This design comes from an exercise in tuning for small area on the open sky130 flow, not from production work.
Only simulation tests tie the RTL to the original design; equivalence was not proved.
No activity file was given, so power comes from the tool's default toggle rates.

// updown
module updown ( din, ncs, nrd, nwr, a0, a1, clk, start, reset, cout, err, dir, ec, dout, dout_en ) ;
input wire [7:0]din ;
input wire ncs ;
input wire nrd ;
input wire nwr ;
input wire a0 ;
input wire a1 ;
input wire clk ;
input wire start ;
input wire reset ;
output reg [7:0]cout ;
output reg dir ;
output reg err ;
output reg ec ;
output wire [7:0]dout ;
output wire dout_en ;
reg [7:0]PLR ;
reg [7:0]ULR ;
reg [7:0]LLR ;
reg [7:0]CCR ;
reg [7:0]cycle_count ;
reg posedge_start ;
reg stop_downcount ;
reg stop_upcount;
reg start_upcount ;
reg stop_load_plr ;
function [8:0] sub9;
  input [7:0] a;
  input [7:0] b;
  integer i;
  reg br;
  begin
    br = 1'b0;
    for (i = 0; i < 8; i = i + 1) begin
      sub9[i] = a[i] ^ b[i] ^ br;
      br = (~a[i] & b[i]) | (~(a[i] ^ b[i]) & br);
    end
    sub9[8] = br;
  end
endfunction
function lt8;
  input [7:0] a;
  input [7:0] b;
  integer i;
  reg r;
  begin
    r = 1'b0;
    for (i = 0; i < 8; i = i + 1)
      r = (~a[i] & b[i]) | (~(a[i] ^ b[i]) & r);
    lt8 = r;
  end
endfunction
function [7:0] inc8;
  input [7:0] a;
  integer i;
  reg c;
  begin
    c = 1'b1;
    for (i = 0; i < 8; i = i + 1) begin
      inc8[i] = a[i] ^ c;
      c = a[i] & c;
    end
  end
endfunction
function [7:0] dec8;
  input [7:0] a;
  integer i;
  reg b;
  begin
    b = 1'b1;
    for (i = 0; i < 8; i = i + 1) begin
      dec8[i] = a[i] ^ b;
      b = ~a[i] & b;
    end
  end
endfunction
wire bothlow = ~nwr & ~nrd ;
wire wr      = ~nwr & ~ncs & nrd & ~posedge_start ;
assign dout_en = ~nrd & ~ncs & nwr ;
assign dout = ~dout_en ? 8'h0 :
              a1 ? (a0 ? CCR : LLR) : (a0 ? ULR : PLR) ;
wire [8:0] dpl = sub9(PLR, LLR) ;    
wire [8:0] dup = sub9(ULR, PLR) ;    
  ...
clock: 8.0 ns
lec_check: 0
cap_margin: 20
core_margin: 2
core_utilization: 40
slew_margin: 20
run.sh (not shown) runs the stock make flow with config.mk's settings and CLKGATE_MAP_FILE= SYNTH_SCRIPT=/design/flow/synth_recipe.tcl, a recipe that flattens the netlist after the stock synthesis.
Rerun with:
==> flow/flow/run.sh (new file) <==
#!/bin/bash
# Own layout flow: the standard ORFS flow, with
#  - an area-oriented ABC script in synthesis (deepsyn, then area mapping) and no adder
#    extraction, so ABC sees all the combinational logic; registers are untouched;
#  - small buf_1 cells as the port buffers.
# Each tool's full output goes to a log file in this folder (make_*.log) and under orfs/logs.
set -euo pipefail
W=$(pwd)
F=$W/flow
cat > $W/area_synth.tcl <<EOT
set ::env(ADDER_MAP_FILE) ""
proc abc {args} {
  set i [lsearch -exact \$args -script]
  if {\$i >= 0} { set args [lreplace \$args [expr {\$i + 1}] [expr {\$i + 1}] $F/abc_area.script] }
  yosys abc {*}\$args
}
source $W/synth_recipe.tcl
EOT
bash $W/standard.sh SYNTH_SCRIPT=$W/area_synth.tcl \
  "BUFFER_PORTS_ARGS=-buffer_cell sky130_fd_sc_hd__buf_1" finish > $W/make_finish.log 2>&1
==> flow/flow/abc_area.script (new file) <==
&get -n
&st
&deepsyn -T 20
&put
dch -f
map -a -B 0
topo
==> flow/standard.sh (new file) <==
#!/bin/bash
# synth_recipe.tcl (not shown) runs the flow's synth.tcl, then flattens the netlist and writes it again
# the make line also repeats each setting of config.mk as NAME=value (left out here)
make -C /OpenROAD-flow-scripts/flow DESIGN_CONFIG=/design/flow/config.mk WORK_HOME=/design/flow/orfs CLKGATE_MAP_FILE= SYNTH_SCRIPT=/design/flow/synth_recipe.tcl "${@:-finish}"
- CTS_BUF_LIST: not set -> sky130_fd_sc_hd__clkbuf_8
removed: flow/run.sh
Cell area falls by 26%.
Count of clock-buffer cells in the layout is unchanged.
Power fell by 17%.
Die area goes down by 23%.
Sequential share of layout area grows by 7.3 points.
Area after synthesis fell by 24%.
Clock power came out lower by 34%.
Clock skew falls by 0.0049 ns.
Hold slack gets worse by 0.018 ns.
Via count increases by 2.7%.

[static timing again, ports no longer ideal]
Ports are ideal in the flow. The routed layouts listed here were re-timed in OpenROAD. Step 1, drivers: a clkbuf_16 drives clk and a buf_2 each remaining input, both assumed. Step 2 times the ports against the registers' clock, not the clock port: input delays grow and output delays shrink by t, the midpoint of the rising clock arrivals with the driver on. a / b / c = no drivers / after step 1 / after step 2; a / b = the first two.
run	shift t [ns]	slack for setup (ns)	clock arrival spread, ns
the first run	0.341	2.008 / 2.008 / 2.008	0.009 / 0.010
the second run	0.350	3.250 / 3.250 / 3.250	0.004 / 0.004
After both steps every run listed still meets setup and hold.
